This is an optimization exercise on Yosys and OpenROAD, whose aim is small area, not a production implementation.
The RTL was checked by simulation tests, not by an equivalence proof against the original design.

==> flow/design.v (excerpt) <==
module calc_5(
	 input [0:0] sw,
	 input rst,
	 input clk16M,
	 input clk,
	 input mosi,
	 output [7:0] seg_n,
	 output [3:0] dig_n,
	 output [4:0] col_n,
	 output [7:0] ld
    );
assign col_n = 5'h1f;
reg [1:0] ce;
always @(posedge clk16M)
	if (rst) ce <= 2'b00;
	else     ce <= {ce[0], clk};
wire pulse = ce[1] & ~ce[0];
reg [9:0] shr;
wire rdy = ~shr[0] & shr[9];
always @(posedge clk16M)
	if (rst | rdy) shr <= 10'h3ff;
	else if (pulse) shr <= {mosi, shr[9:1]};
reg [7:0] data;
always @(posedge clk16M)
	if (rst) data <= 8'd0;
	else if (rdy) data <= shr[8:1];
assign ld = data;
wire [7:0] c = shr[8:1];
wire is_op  = (c == 8'h2B) | (c == 8'h2D) | (c == 8'h2A) | (c == 8'h2F);
wire is_eq  = (c == 8'h3D) | (c == 8'h0D);
wire is_num = (c[7:4] == 4'h3) & (c[3:0] <= 4'd9);
wire is_esc = (c == 8'h1B);
localparam OPA = 3'b000, OPA2 = 3'b001, OP = 3'b010, RESD = 3'b011,
           OPB = 3'b100, OPB2 = 3'b101, EQU = 3'b110, RESB = 3'b111;
reg [2:0] st;
reg [6:0] A, B;
reg [1:0] opc;       
wire valid = (st == RESD) | (st == RESB);    
  ...
Size: roughly 420 cells after synthesis, roughly 87 flip-flops, ~30 I/O pins, about 4000 um2 of cells after synthesis.
Settings: LEC_CHECK=0, CAP_MARGIN=20, CORE_MARGIN=2, CORE_UTILIZATION=40, SLEW_MARGIN=20; clock period 10.0 ns.
standard.sh (not shown) runs the stock make flow with config.mk's settings and CLKGATE_MAP_FILE= SYNTH_SCRIPT=/design/flow/synth_recipe.tcl, a recipe that flattens the netlist after the stock synthesis.
==> flow/flow/run.sh <==
#!/bin/bash
# Own layout flow: the standard flow (standard.sh) with three area changes.
#  1. Synthesis: the standard flow's synthesis script, except that the final ABC mapping uses Yosys's
#     area-oriented ABC script (flow/area.abc) instead of ORFS's, and adders are not pre-mapped to
#     half/full-adder cells. The registers are checked against the standard synthesis's and the
#     standard netlist is used if they differ.
#  2. Port buffers: buffer_ports with the smallest buffer (every port still gets a buffer).
#  3. CTS: settings from flow/cts_args.txt (no dummy loads, smaller clock buffers).
# Every tool's output goes to a log file of its own in the work folder.
set -euo pipefail
W=$PWD
R=$W/orfs/results/$FLOW_PLATFORM/calc_5/base
HERE=$(cd "$(dirname "${BASH_SOURCE[0]}")" && pwd)

bash standard.sh synth > $W/log_std_synth.txt 2>&1
flops() { grep -oE '^ *sky130_fd_sc_hd__(df|edf|sdf|dl)[a-z0-9_]+ +[^ ]+' "$1" | sed -E 's/_[0-9]+ +/ /; s/^ *//' | sort; }
flops $R/1_2_yosys.v > $W/flops_std.txt
mkdir -p $W/std_synth
cp $R/1_2_yosys.v $R/1_2_yosys.sdc $R/1_synth.odb $R/1_synth.sdc $W/std_synth/

# 1b. own synthesis: same script with the ABC call replaced
{ echo "set own_abc_script $HERE/area.abc"; sed "s/^set own_abc_script.*//" "$HERE/abc_override.tcl"; cat $W/synth_recipe.tcl; } > $W/own_synth.tcl
rm -f $R/1_2_yosys.v $R/1_2_yosys.sdc $R/1_synth.odb $R/1_synth.sdc
MAKECMD=$(grep -E '^make ' standard.sh | sed -E 's#"\$\{@:-finish\}"##; s#SYNTH_SCRIPT=[^ ]+#SYNTH_SCRIPT='"$W"'/own_synth.tcl#')
if eval "$MAKECMD ADDER_MAP_FILE= synth" > $W/log_own_synth.txt 2>&1; then
  flops $R/1_2_yosys.v > $W/flops_own.txt
else
  : > $W/flops_own.txt
fi
if ! cmp -s $W/flops_std.txt $W/flops_own.txt; then
  echo "own synthesis registers differ from the standard synthesis: using the standard netlist" | tee $W/log_fallback.txt
  cp $W/std_synth/* $R/
fi
touch $R/1_synth.odb $R/1_synth.sdc

# 2-3. the rest of the standard flow
export BUFFER_PORTS_ARGS="-buffer_cell sky130_fd_sc_hd__buf_1"
if [[ -s "$HERE/cts_args.txt" ]]; then export CTS_ARGS="$(cat "$HERE/cts_args.txt")"; fi
bash standard.sh > $W/log_std_finish.txt 2>&1
==> flow/flow/area.abc <==
strash
&get -n
&deepsyn -J 1000
&put
&get -n
&st
&dch -f
&nf -R 1000
&put
topo
Other scripts of this flow, unchanged in this note and not shown: flow/flow/abc_override.tcl, flow/flow/cts_args.txt
==> next run, changes <==
==> flow/flow/area.abc (replaced) <==
strash
&get -n
&deepsyn -J 200
&put
&get -n
&st
&dch -f
&nf -R 1000
&put
topo
After rerunning: The new run passed the timing, DRC and antenna checks; first-iteration DRC count grows by 6.1%; clock skew is higher by 0.0062 ns; cell area is about the same; global-route usage shrinks by 0.67 points; core utilization stays flat; worst setup slack gains 0.77 ns.


Setup of run 1:
The RTL this note starts from:
==> flow/design.v <==
`timescale 1ns / 1ps
module calc_5(
	 input [0:0] sw,
	 input rst,
	 input clk16M,
	 input clk,
	 input mosi,
	 output [7:0] seg_n,
	 output [3:0] dig_n,
	 output [4:0] col_n,
	 output [7:0] ld
    );
assign col_n = 5'h1f;
reg [1:0] ce;
always @(posedge clk16M)
	if (rst) ce <= 2'b00;
	else     ce <= {ce[0], clk};
wire pulse = ce[1] & ~ce[0];
reg [9:0] shr;
wire rdy = ~shr[0] & shr[9];
always @(posedge clk16M)
	if (rst | rdy) shr <= 10'h3ff;
	else if (pulse) shr <= {mosi, shr[9:1]};
reg [7:0] data;
always @(posedge clk16M)
	if (rst) data <= 8'd0;
	else if (rdy) data <= shr[8:1];
assign ld = data;
wire [7:0] c = shr[8:1];
wire is_op  = (c == 8'h2B) | (c == 8'h2D) | (c == 8'h2A) | (c == 8'h2F);
wire is_eq  = (c == 8'h3D) | (c == 8'h0D);
wire is_num = (c[7:4] == 4'h3) & (c[3:0] <= 4'd9);
wire is_esc = (c == 8'h1B);
localparam OPA = 3'b000, OPA2 = 3'b001, OP = 3'b011, OPB = 3'b100, OPB2 = 3'b101, EQU = 3'b111;
reg [2:0] st;
reg [6:0] A, B;
reg [1:0] opc;       
reg valid;           
reg busy;            
wire go = rdy & ~is_esc;
wire ld_a1 = go & is_num & (st == OPA);
wire ld_a2 = go & is_num & (st == OPA2);
wire ld_b1 = go & is_num & (st == OPB);
wire ld_b2 = go & is_num & (st == OPB2);
wire set_op = go & is_op & ((st == OPA2) | (st == OP));
wire start = go & is_eq & ((st == OPB2) | (st == EQU));
always @(posedge clk16M)
	if (rst) st <= OPA;
	else if (rdy) begin
		if (is_esc) st <= OPA;
		else case (st)
			OPA:  if (is_num) st <= OPA2;
			OPA2: if (is_num) st <= OP; else if (is_op) st <= OPB;
			OP:   if (is_op) st <= OPB;
			OPB:  if (is_num) st <= OPB2;
			OPB2: if (is_num) st <= EQU; else if (is_eq) st <= OPA;
			EQU:  if (is_eq) st <= OPA;
			default: st <= OPA;
		endcase
	end
wire [3:0] prev = (st == OPA2) ? A[3:0] : (st == OPB2) ? B[3:0] : 4'd0;
wire [6:0] two = rst ? 7'd0 : prev * 4'd10 + c[3:0];
always @(posedge clk16M)
	if (rst | ld_a1 | ld_a2) A <= two;
always @(posedge clk16M)
	if (rst | ld_b1 | ld_b2) B <= two;
always @(posedge clk16M)
	if (set_op) opc <= {c[1] & (~c[0] | c[2]), c[2]};
always @(posedge clk16M)
	if (rst | ld_a1) valid <= 1'b0;
	else if (start) valid <= 1'b1;
reg [6:0] p;
reg [8:0] q;
wire p100 = (p == 7'h34);
wire tc = p100 & (q == 9'h057);
always @(posedge clk16M)
	if (rst | p100) p <= 7'h7f;
	else p <= {p[5:0], p[6] ^ p[5]};
always @(posedge clk16M)
	if (rst | tc) q <= 9'h1ff;
	else if (p100) q <= {q[7:0], q[8] ^ q[4]};
reg [1:0] dsel;      
always @(posedge clk16M)
	if (rst) dsel <= 2'd0;
	else if (tc) dsel <= dsel + 2'd1;
wire [3:0] dg = ~(4'b0001 << dsel);
assign dig_n = dg;
reg [6:0] x, r;
reg [15:0] res;
wire xa = (x == A);
wire rb = (r == B);
wire bz = (B == 7'd0);
wire aligned = ~&x;      
wire is_div = (opc == 2'd3);
reg x_inc, r_inc, r_clr, res_inc, done;
always @(*) begin
	x_inc = 0; r_inc = 0; r_clr = 0; res_inc = 0; done = 0;
	case (opc)
		2'd0: begin  
			if (!xa) begin x_inc = 1; res_inc = 1; end
			else if (!rb) begin r_inc = 1; res_inc = 1; end
			else done = 1;
		end
		2'd1: begin  
			if (xa) done = rb;
			else begin x_inc = 1; if (rb) res_inc = 1; else r_inc = 1; end
		end
		2'd2: begin  
			if (xa) done = 1;
			else if (rb) begin r_clr = 1; x_inc = 1; end
			else begin r_inc = 1; res_inc = 1; end
		end
		2'd3: begin  
			x_inc = p100 & ~xa;
			if (xa) begin
				if (rb) begin r_clr = 1; res_inc = 1; end
				else done = ~bz;
			end else if (aligned) begin
				r_inc = 1;
				if (rb) begin r_clr = 1; res_inc = 1; end
			end
		end
	endcase
end
always @(posedge clk16M)
	if (rst | ld_a1) busy <= 1'b0;
	else if (start) busy <= 1'b1;
	else if (done) busy <= 1'b0;
always @(posedge clk16M)
	if (~busy) begin
		x <= {7{is_div}}; r <= 7'd0;
	end else begin
		if (x_inc) x <= x + 7'd1;
		r <= (r_clr ? 7'd0 : r) + {6'd0, r_inc};
	end
wire [3:0] r0 = res[3:0], r1 = res[7:4], r2 = res[11:8], r3 = res[15:12];
wire c0 = res_inc & (r0 == 4'd9);
wire c1 = c0 & (r1 == 4'd9);
wire c2 = c1 & (r2 == 4'd9);
always @(posedge clk16M)
	if (start) res <= 16'd0;
	else if (busy & res_inc) begin
		res[3:0]   <= c0 ? 4'd0 : r0 + 4'd1;
		if (c0) res[7:4]   <= c1 ? 4'd0 : r1 + 4'd1;
		if (c1) res[11:8]  <= c2 ? 4'd0 : r2 + 4'd1;
		if (c2) res[15:12] <= r3 + 4'd1;
	end
reg [3:0] hexd, bcdd;
always @(*)
	case (dsel)
		2'd0: begin hexd = B[3:0];         bcdd = r0; end
		2'd1: begin hexd = {1'b0, B[6:4]}; bcdd = r1; end
		2'd2: begin hexd = A[3:0];         bcdd = r2; end
		default: begin hexd = {1'b0, A[6:4]}; bcdd = r3; end
	endcase
wire s = sw[0];
wire blank = ~s & ~valid;
wire dp = ~s & (~valid | (is_div & (dsel == 2'd2)));
wire [3:0] nib = busy ? 4'hE : ((s | ~valid) ? hexd : bcdd);
reg [6:0] seg;
always @(*)
	if (blank) seg = 7'b1111111;
	else case (nib)
		4'h1: seg = 7'b1111001;
		4'h2: seg = 7'b0100100;
		4'h3: seg = 7'b0110000;
		4'h4: seg = 7'b0011001;
		4'h5: seg = 7'b0010010;
		4'h6: seg = 7'b0000010;
		4'h7: seg = 7'b1111000;
		4'h8: seg = 7'b0000000;
		4'h9: seg = 7'b0010000;
		4'hA: seg = 7'b0001000;
		4'hB: seg = 7'b0000011;
		4'hC: seg = 7'b1000110;
		4'hD: seg = 7'b0100001;
		4'hE: seg = 7'b0000110;
		4'hF: seg = 7'b0001110;
		default: seg = 7'b1000000;
	endcase
assign seg_n = {~dp, seg};
endmodule
Settings: LEC_CHECK=0, CAP_MARGIN=20, CORE_MARGIN=2, CORE_UTILIZATION=40, SLEW_MARGIN=20; clock period 10.0 ns.
==> flow/flow/abc_override.tcl <==
# Final technology mapping for area: ABC with flow/area.abc instead of ORFS's script, and
# without ORFS's -constr and -D (no delay target, no buffering or upsizing in ABC).
set own_abc_script [file join [file dirname [info script]] area.abc]
proc abc {args} {
  global own_abc_script
  set out [list -script $own_abc_script]
  set i 0
  while {$i < [llength $args]} {
    set a [lindex $args $i]
    if {$a in {-script -constr -D}} { incr i 2; continue }
    lappend out $a
    incr i
  }
  puts "own flow: abc $out"
  yosys abc {*}$out
}
==> flow/flow/area.abc <==
strash
&get -n
&deepsyn -J 200
&put
&get -n
&st
&dch -f
&nf -R 1000
&put
topo
==> flow/flow/cts_args.txt <==
-sink_clustering_enable -repair_clock_nets -dont_use_dummy_load -buf_list {sky130_fd_sc_hd__clkbuf_2 sky130_fd_sc_hd__clkbuf_4 sky130_fd_sc_hd__clkbuf_8}
Scripts as last shown in full above: flow/flow/run.sh
For run 2, these inputs were changed with respect to run 1:
==> flow/flow/cts_args.txt <==
-sink_clustering_enable -repair_clock_nets -dont_use_dummy_load -buf_list sky130_fd_sc_hd__clkbuf_8
Findings:
- Reported for run 1 and run 2, share of cell area taken by multi-input logic gates turned out identical to the last digit.
- Re maximum fanout along the worst path: no difference whatsoever between run 1 and run 2.
- Run 2 -> run 1: ratio of routed vias to standard cells delta 0, exact match
- As far as final hold slack goes, run 2 and run 1 are indistinguishable; the numbers are identical.
- Number of levels the H-tree was split into of run 2 is on par with run 1.

==> port drivers added, routing unchanged <==
In the flow no input, the clock included, has a driving cell. The finished layouts below were timed again as built, in two steps.
Step 1 assumes that a clkbuf_16 drives the clock port and a buf_2 every other input.
Step 2 times the ports against the registers' clock, not the clock port: input delays grow and output delays shrink by t, the midpoint of the rising clock arrivals with the driver on.
Slacks: ideal ports / drivers / drivers and shift; pairs: ideal ports / drivers.
| run | t (ns) | setup WS [ns] | worst data-port slew with drivers (ns) | pins driven straight from the clock port |
|---|---|---|---|---|
| the first run of note 1 | 0.368 | 3.239 / 3.215 / 3.215 | 0.03 | 1 |
| the second run of note 1 | 0.373 | 4.012 / 3.977 / 3.977 | 0.04 | 1 |
| run 1 | 0.378 | 3.922 / 3.884 / 3.884 | 0.04 | 1 |
| run 2 | 0.378 | 3.922 / 3.884 / 3.884 | 0.04 | 1 |
After both steps every run listed still meets setup and hold.
